From an optimization exercise on the open Yosys and OpenROAD flow, aimed at small area, a short achievable clock period and few clock cycles; shortcuts taken in it are not production practice.
Where RTL was checked, it was by simulation tests only, not by an equivalence proof against the original.
Power figures rest on the tool's default switching activity, not on a simulated workload.

==> 10-02 <==
Design freqcalccore_v1_0_S00_AXI, start of the top module:
module freqcalccore_v1_0_S00_AXI #
	(
		parameter integer FHT_B = 7,
		parameter integer FHT_N = 2 ** FHT_B,
		parameter IDLE = 3'b000,
		parameter PRELOAD = 3'b001,
		parameter PREMULT_1 = 3'b010,
		parameter PREMULT_2 = 3'b011,
		parameter ACCUMULATION = 3'b100,
		parameter SQUARING = 3'b101,
		parameter CONVERSION = 3'b110,
		parameter FIND_MAX = 3'b111,
		parameter integer PDM_DIV = 2,
		parameter integer SAMPLE_DIV = 256,
		parameter integer C_S_AXI_DATA_WIDTH	= 32,
		parameter integer C_S_AXI_ADDR_WIDTH	= 4
	)
	(
		input wire pdm_data,
		output wire pdm_clk,
		output wire pdm_lrsel,
		output wire led0,
		output wire led1,
		input wire  S_AXI_ACLK,
		input wire  S_AXI_ARESETN,
		input wire [C_S_AXI_ADDR_WIDTH-1 : 0] S_AXI_AWADDR,
		input wire [2 : 0] S_AXI_AWPROT,
		input wire  S_AXI_AWVALID,
		output wire  S_AXI_AWREADY,
		input wire [C_S_AXI_DATA_WIDTH-1 : 0] S_AXI_WDATA,
		input wire [(C_S_AXI_DATA_WIDTH/8)-1 : 0] S_AXI_WSTRB,
		input wire  S_AXI_WVALID,
		output wire  S_AXI_WREADY,
		output wire [1 : 0] S_AXI_BRESP,
		output wire  S_AXI_BVALID,
		input wire  S_AXI_BREADY,
		input wire [C_S_AXI_ADDR_WIDTH-1 : 0] S_AXI_ARADDR,
		input wire [2 : 0] S_AXI_ARPROT,
		input wire  S_AXI_ARVALID,
		output wire  S_AXI_ARREADY,
		output wire [C_S_AXI_DATA_WIDTH-1 : 0] S_AXI_RDATA,
		output wire [1 : 0] S_AXI_RRESP,
		output wire  S_AXI_RVALID,
		input wire  S_AXI_RREADY
	);
export LEC_CHECK = 0
export ABC_AREA = 1
export CAP_MARGIN = 20
export CORE_MARGIN = 2
export CORE_UTILIZATION = 50
export CTS_BUF_LIST = sky130_fd_sc_hd__clkbuf_8
export PLACE_DENSITY = 0.75
export SLEW_MARGIN = 20
create_clock -name core_clock -period 12.0 [get_ports {S_AXI_ACLK}]
standard.sh (not shown) runs the stock make flow with config.mk's settings and CLKGATE_MAP_FILE= SYNTH_SCRIPT=/design/flow/synth_recipe.tcl, a recipe that flattens the netlist after the stock synthesis.
==> flow/flow/run.sh <==
#!/bin/bash
# Own layout flow: the standard flow (standard.sh, unchanged synthesis), with repair_timing
# aiming at a tighter setup margin so that the layout's reg-to-reg and port paths come out
# shorter; clock tree synthesis with larger sink clusters and without dummy balancing loads;
# and the port buffers (every port still gets one) made of buf_2 cells.  The clock period and
# the constraints are the design's (constraint.sdc).
set -euo pipefail
MARGIN=$(cat flow/margin.txt 2>/dev/null || echo 6)
CTS="-sink_clustering_enable -repair_clock_nets -dont_use_dummy_load -sink_clustering_size 22 -sink_clustering_max_diameter 50 -buf_list sky130_fd_sc_hd__clkbuf_8"
bash standard.sh SETUP_SLACK_MARGIN=$MARGIN TNS_END_PERCENT=100 "CTS_ARGS=$CTS" "BUFFER_PORTS_ARGS=-buffer_cell sky130_fd_sc_hd__buf_2" finish > standard_make.log 2>&1
==> flow/flow/margin.txt <==
6.95
==> inputs of 02-13, as changes to 10-02 <==
==> flow/flow/run.sh (replaced) <==
#!/bin/bash
# Own layout flow: the standard flow (standard.sh, unchanged synthesis), with repair_timing
# aiming at a tighter setup margin so that the layout's reg-to-reg and port paths come out
# shorter; clock tree synthesis with larger sink clusters and without dummy balancing loads;
# and the port buffers (every port still gets one) made of buf_2 cells.  The clock period and
# the constraints are the design's (constraint.sdc).
set -euo pipefail
MARGIN=$(cat flow/margin.txt 2>/dev/null || echo 6)
CTS="-sink_clustering_enable -repair_clock_nets -dont_use_dummy_load -sink_clustering_size 18 -sink_clustering_max_diameter 60 -buf_list sky130_fd_sc_hd__clkbuf_8"
bash standard.sh SETUP_SLACK_MARGIN=$MARGIN TNS_END_PERCENT=100 "CTS_ARGS=$CTS" "BUFFER_PORTS_ARGS=-buffer_cell sky130_fd_sc_hd__buf_2" finish > standard_make.log 2>&1
- GPL_TIMING_DRIVEN: not set -> 0
==> inputs of 03-24, as changes to 10-02 <==
--- a/flow/design.v
+++ b/flow/design.v
@@ -156,12 +156,12 @@
                     ring[6*gq +: 6] <= ring[6*((gq + 127) % 128) +: 6];
             end
         end
     endgenerate
     localparam [167:0] TPL = 168'hddafd77cdcf17fbcf2d576a908805b2c4988d4e14f;
-    localparam [95:0] REG3 = 96'hecfb7ab642058139a89dcefd;
-    localparam [23:0] FIRSTR3 = 24'he200e1;
+    localparam [95:0] REG2 = 96'hefdecfb7ab642058139a89dc;
+    localparam [23:0] FIRSTR2 = 24'h3c401c;
     reg run_i;
     reg [4:0] s_i;
     reg [3:0] d_i;
     wire [6:0] ptr3 = ptr + 7'd3;
     wire go = ~run_i & ~pending & ~clr & (cnt >= 8'd14) & (cnt <= 8'd40) & (ptr3[2:0] == 3'd0);
@@ -248,17 +248,31 @@
             end
         end
     endgenerate
     reg it_s0, it_s1, it_e1, it_e2, it_e3;
     reg run_s0, run_s1, run_e1;
+    reg go_s0, go_s1;
+    reg [4:0] s_e1;
+    reg [3:0] d_e1;
     always @(posedge clk) begin
         if (!rstn) begin
             it_s0 <= 1'b0; it_s1 <= 1'b0; it_e1 <= 1'b0; it_e2 <= 1'b0; it_e3 <= 1'b0;
             run_s0 <= 1'b0; run_s1 <= 1'b0; run_e1 <= 1'b0;
+            go_s0 <= 1'b0; go_s1 <= 1'b0;
         end else begin
             it_s0 <= item_n; it_s1 <= it_s0; it_e1 <= it_s1; it_e2 <= it_e1; it_e3 <= it_e2;
             run_s0 <= run_i | go; run_s1 <= run_s0; run_e1 <= run_s1;
+            go_s0 <= go; go_s1 <= go_s0;
+        end
+        if (go_s1) begin
+            s_e1 <= 5'd0;
+            d_e1 <= 4'd0;
+        end else if (s_e1 == 5'd23) begin
+            s_e1 <= 5'd0;
+            d_e1 <= d_e1 + 4'd1;
+        end else begin
+            s_e1 <= s_e1 + 5'd1;
         end
     end
     integer i;
     reg signed [6:0] vsum;
     always @(*) begin
@@ -266,12 +280,12 @@
         for (i = 0; i < 16; i = i + 1)
             vsum = vsum + {{4{t_r[3*i+2]}}, t_r[3*i +: 3]} + {6'd0, t_r[3*i+2]};
     end
     reg signed [6:0] vsum_r;
     always @(posedge clk) vsum_r <= vsum;
-    wire [3:0] rg3 = REG3[4*s_i +: 4];
-    wire first3 = FIRSTR3[s_i];
+    wire [3:0] rg3 = REG2[4*s_e1 +: 4];
+    wire first3 = FIRSTR2[s_e1];
     wire signed [7:0] vx = {vsum_r[6], vsum_r};
     reg signed [6:0] iu0, iu4, iw0, iw4, itb2, itb6, itc2, itc6;
     reg signed [7:0] pb, qb, pm, qm, pc, qc, pd, qd;
     reg signed [7:0] acc_in;
     always @(*) begin
@@ -308,47 +322,35 @@
                 default: qd <= acc_out;
             endcase
         end
     end
     reg signed [8:0] c_o1, c_o33, c_t2c, c_o17, c_t2b, c_o113;
-    reg signed [7:0] ca, cb;
-    reg csub;
-    always @(*) begin
-        case (s_i)
-            5'd21:  begin ca = pm; cb = qm; csub = 1'b0; end
-            5'd3: begin ca = pb; cb = qb; csub = 1'b1; end
-            5'd23: begin ca = {itc2[6], itc2}; cb = {itc6[6], itc6}; csub = 1'b1; end
-            5'd5: begin ca = pc; cb = qc; csub = 1'b0; end
-            5'd9: begin ca = {itb2[6], itb2}; cb = {itb6[6], itb6}; csub = 1'b1; end
-            default:   begin ca = pd; cb = qd; csub = 1'b1; end
-        endcase
-    end
-    wire [8:0] cv = {ca[7], ca} + ({cb[7], cb} ^ {9{csub}}) + {8'd0, csub};
     always @(posedge clk) begin
         if (run_e1) begin
-            if (s_i == 5'd21) c_o1 <= cv;
-            if (s_i == 5'd3) c_o33 <= cv;
-            if (s_i == 5'd23) c_t2c <= cv;
-            if (s_i == 5'd5) c_o17 <= cv;
-            if (s_i == 5'd9) c_t2b <= cv;
-            if (s_i == 5'd10) c_o113 <= cv;
+            if (s_e1 == 5'd18) c_o1 <= pm + qm;
+            if (s_e1 == 5'd20) c_o33 <= pb - qb;
+            if (s_e1 == 5'd20) c_t2c <= itc2 - itc6;
+            if (s_e1 == 5'd2) c_o17 <= pc + qc;
+            if (s_e1 == 5'd6) c_t2b <= itb2 - itb6;
+            if (s_e1 == 5'd6) c_o113 <= pd - qd;
         end
     end
     reg [2:0] pp_n;
     always @(*) begin
-        case (s_i)
-            5'd15: pp_n = 3'd1;
-            5'd20: pp_n = 3'd2;
-            5'd22: pp_n = 3'd3;
-            5'd2: pp_n = 3'd4;
-            5'd4: pp_n = 3'd5;
-            5'd6: pp_n = 3'd6;
-            5'd8: pp_n = 3'd7;
+        case (s_e1)
+            5'd12: pp_n = 3'd1;
+            5'd17: pp_n = 3'd2;
+            5'd19: pp_n = 3'd3;
+            5'd23: pp_n = 3'd4;
+            5'd1: pp_n = 3'd5;
+            5'd3: pp_n = 3'd6;
+            5'd5: pp_n = 3'd7;
             default: pp_n = 3'd0;
         endcase
     end
-    wire [3:0] own = pp_n[2] ? (d_i - 4'd1) : d_i;    
+    wire [3:0] d_nx = (s_e1 == 5'd23) ? d_e1 + 4'd1 : d_e1;
+    wire [3:0] own = pp_n[2] ? (d_nx - 4'd1) : d_nx;    
     wire [5:0] b6 = {2'd0, own};
     reg [5:0] k_n;
     always @(*) begin
         case (pp_n)
             3'd1: k_n = 6'd0 - b6;
@@ -358,11 +360,11 @@
             3'd5: k_n = 6'd16 - b6;
             3'd6: k_n = b6 + 6'd15;
             default: k_n = 6'd48 - b6;
         endcase
     end
-    wire v_n = run_s1 & (pp_n != 3'd0) & (own >= ((pp_n == 3'd1) ? 4'd2 : 4'd1)) & (own <= 4'd8);
+    wire v_n = run_s1 & ~go_s1 & (pp_n != 3'd0) & (own >= ((pp_n == 3'd1) ? 4'd2 : 4'd1)) & (own <= 4'd8);
     reg [2:0] pp;
     reg pair_e1;
     reg [5:0] k_p;
     always @(posedge clk) begin
         if (!rstn) begin
==> flow/flow/run.sh (replaced) <==
#!/bin/bash
# Own layout flow: the standard flow (standard.sh, unchanged synthesis), with repair_timing
# aiming at a tighter setup margin so that the layout's reg-to-reg and port paths come out
# shorter; clock tree synthesis with larger sink clusters and without dummy balancing loads;
# and the port buffers (every port still gets one) made of buf_2 cells.  The clock period and
# the constraints are the design's (constraint.sdc).
set -euo pipefail
MARGIN=$(cat flow/margin.txt 2>/dev/null || echo 6)
CTS="-sink_clustering_enable -repair_clock_nets -dont_use_dummy_load -sink_clustering_size 18 -sink_clustering_max_diameter 60 -buf_list sky130_fd_sc_hd__clkbuf_8"
bash standard.sh SETUP_SLACK_MARGIN=$MARGIN TNS_END_PERCENT=100 "CTS_ARGS=$CTS" "BUFFER_PORTS_ARGS=-buffer_cell sky130_fd_sc_hd__buf_2" finish > standard_make.log 2>&1
==> inputs of 02-07, as changes to 10-02 <==
==> flow/flow/run.sh (replaced) <==
#!/bin/bash
# Own layout flow: the standard flow (standard.sh, unchanged synthesis), with repair_timing
# aiming at a tighter setup margin so that the layout's reg-to-reg and port paths come out
# shorter; clock tree synthesis with larger sink clusters and without dummy balancing loads;
# and the port buffers (every port still gets one) made of buf_2 cells.  The clock period and
# the constraints are the design's (constraint.sdc).
set -euo pipefail
MARGIN=$(cat flow/margin.txt 2>/dev/null || echo 6)
CTS="-sink_clustering_enable -repair_clock_nets -dont_use_dummy_load -sink_clustering_size 10 -sink_clustering_max_diameter 45 -sink_clustering_buffer sky130_fd_sc_hd__clkbuf_4 -buf_list sky130_fd_sc_hd__clkbuf_4 sky130_fd_sc_hd__clkbuf_8"
bash standard.sh SETUP_SLACK_MARGIN=$MARGIN TNS_END_PERCENT=100 "CTS_ARGS=$CTS" "BUFFER_PORTS_ARGS=-buffer_cell sky130_fd_sc_hd__buf_2" finish > standard_make.log 2>&1
==> summary of the runs <==
- Clock power: 10-02 is higher than 02-13 (about 2%).
- Between 03-24 and 02-07, the lower synthesized area is in 02-07 (gap 1.7%, measured against 02-07).
- Worst setup slack: 02-13 < 03-24 < 10-02.
- Against 10-02, the sequential share of layout area of 02-13 is lower by 0.39 points.
- Against 03-24, the die area of 02-13 is smaller by 1.6%.
- Non-clock buffer count, lowest first: 10-02, 03-24, 02-13.
- 02-07 aborted during clock tree synthesis, error STA-0564. 10-02 went through all stages and came out clean. 03-24 ran to the end with no violations. 02-13 completed with no timing, DRC or antenna violations.
- The lowest total power belongs to 02-13, the highest to 03-24.
- Against 02-13, the clock-buffer cell count of 03-24 is higher by 3.
- Of 02-13 and 10-02, 02-13 has the higher critical path depth (gap 1).
==> figures <==
|  | 02-07 | 03-24 | 02-13 | 10-02 |
|---|---|---|---|---|
| Result of the run | stopped before the end | no timing/DRC/antenna violations | no timing/DRC/antenna violations | no timing/DRC/antenna violations |
| Failing step | clock tree synthesis | - | - | - |
| Non-clock buffer total of the final layout | - | 156 | 269 | 126 |
| Post-synthesis adder-cell area fraction | 15.9% | 16.7% | 15.9% | 15.9% |
| Resize count post-CTS | - | 31 | 41 | 31 |
| Endpoint arrival time on the critical path | - | 2.64 ns | 2.71 ns | 2.62 ns |
| Routed wire length | - | 140000 um | 152000 um | 142000 um |
| Critical path launch point type | - | primary input | primary input | primary input |
| Psw | - | 5.00 mW | 1.37 mW | 1.37 mW |
| Standby leakage power | - | 29.7 nW | 29.0 nW | 28.8 nW |
| Clock insertion delay at the later pin of the skew report | - | 0.83 ns | 0.81 ns | 0.87 ns |
| Combinational share of power | - | 47.0% | 1.6% | 1.4% |
| Met1 capacity usage during global routing | - | 31.0% | 32.3% | 32.3% |
| Critical Path Sink Type | - | primary output | primary output | primary output |
| Most frequent cell on the critical path | - | sky130_fd_sc_hd__buf_2 | sky130_fd_sc_hd__buf_6 | sky130_fd_sc_hd__buf_6 |
| Routed met1 length | - | 63300 um | 65200 um | 64800 um |
| Cell Area, Placed | 60700 um2 | 61900 um2 | 61300 um2 | 60700 um2 |
| Path depth of the worst reg2reg path | - | 16 | 24 | 18 |
| Relative area of clock buffers and inverters in the final design | - | 2.21% | 2.17% | 2.30% |
| Global routing met3 resource utilization | - | 4.00% | 2.59% | 2.96% |
Testbench counts of 10-02, summed over its fixed seeds: cycles 180.
Testbench counts of 02-13, summed over its fixed seeds: cycles 180.
Testbench counts of 02-07, summed over its fixed seeds: cycles 180.
Only the layout flow was run in 03-24; the RTL was not checked for function there.

[re-timing with driven ports]
No port has a modelled driver above. Below, the same layouts with a new extraction and two added sets of constraints.
Step 1 sets driving cells, clkbuf_16 on the clock port and buf_2 on the other inputs (assumed; they add their load-dependent delay and slew).
Step 2 adds t to the input delays and takes it off the output delays; t is the mean of the earliest and latest rising clock arrival at the registers after step 1. Input paths then give back, and output paths get back, about the clock's delay inside the block.
a / b / c = no drivers / after step 1 / after step 2; a / b = the first two.
run | shift t [ns] | setup slack, ns | cell pins on the clock port's net
10-02 | 0.863 | 6.982 / 6.948 / 6.948 | 1
02-13 | 0.807 | 6.889 / 6.838 / 6.838 | 1
03-24 | 0.838 | 6.963 / 6.937 / 6.937 | 1
After both steps setup and hold are still met in every run listed. The setup slack of 02-13, which loses most, moves by -0.051 ns with the drivers and by -0.051 ns with both steps.
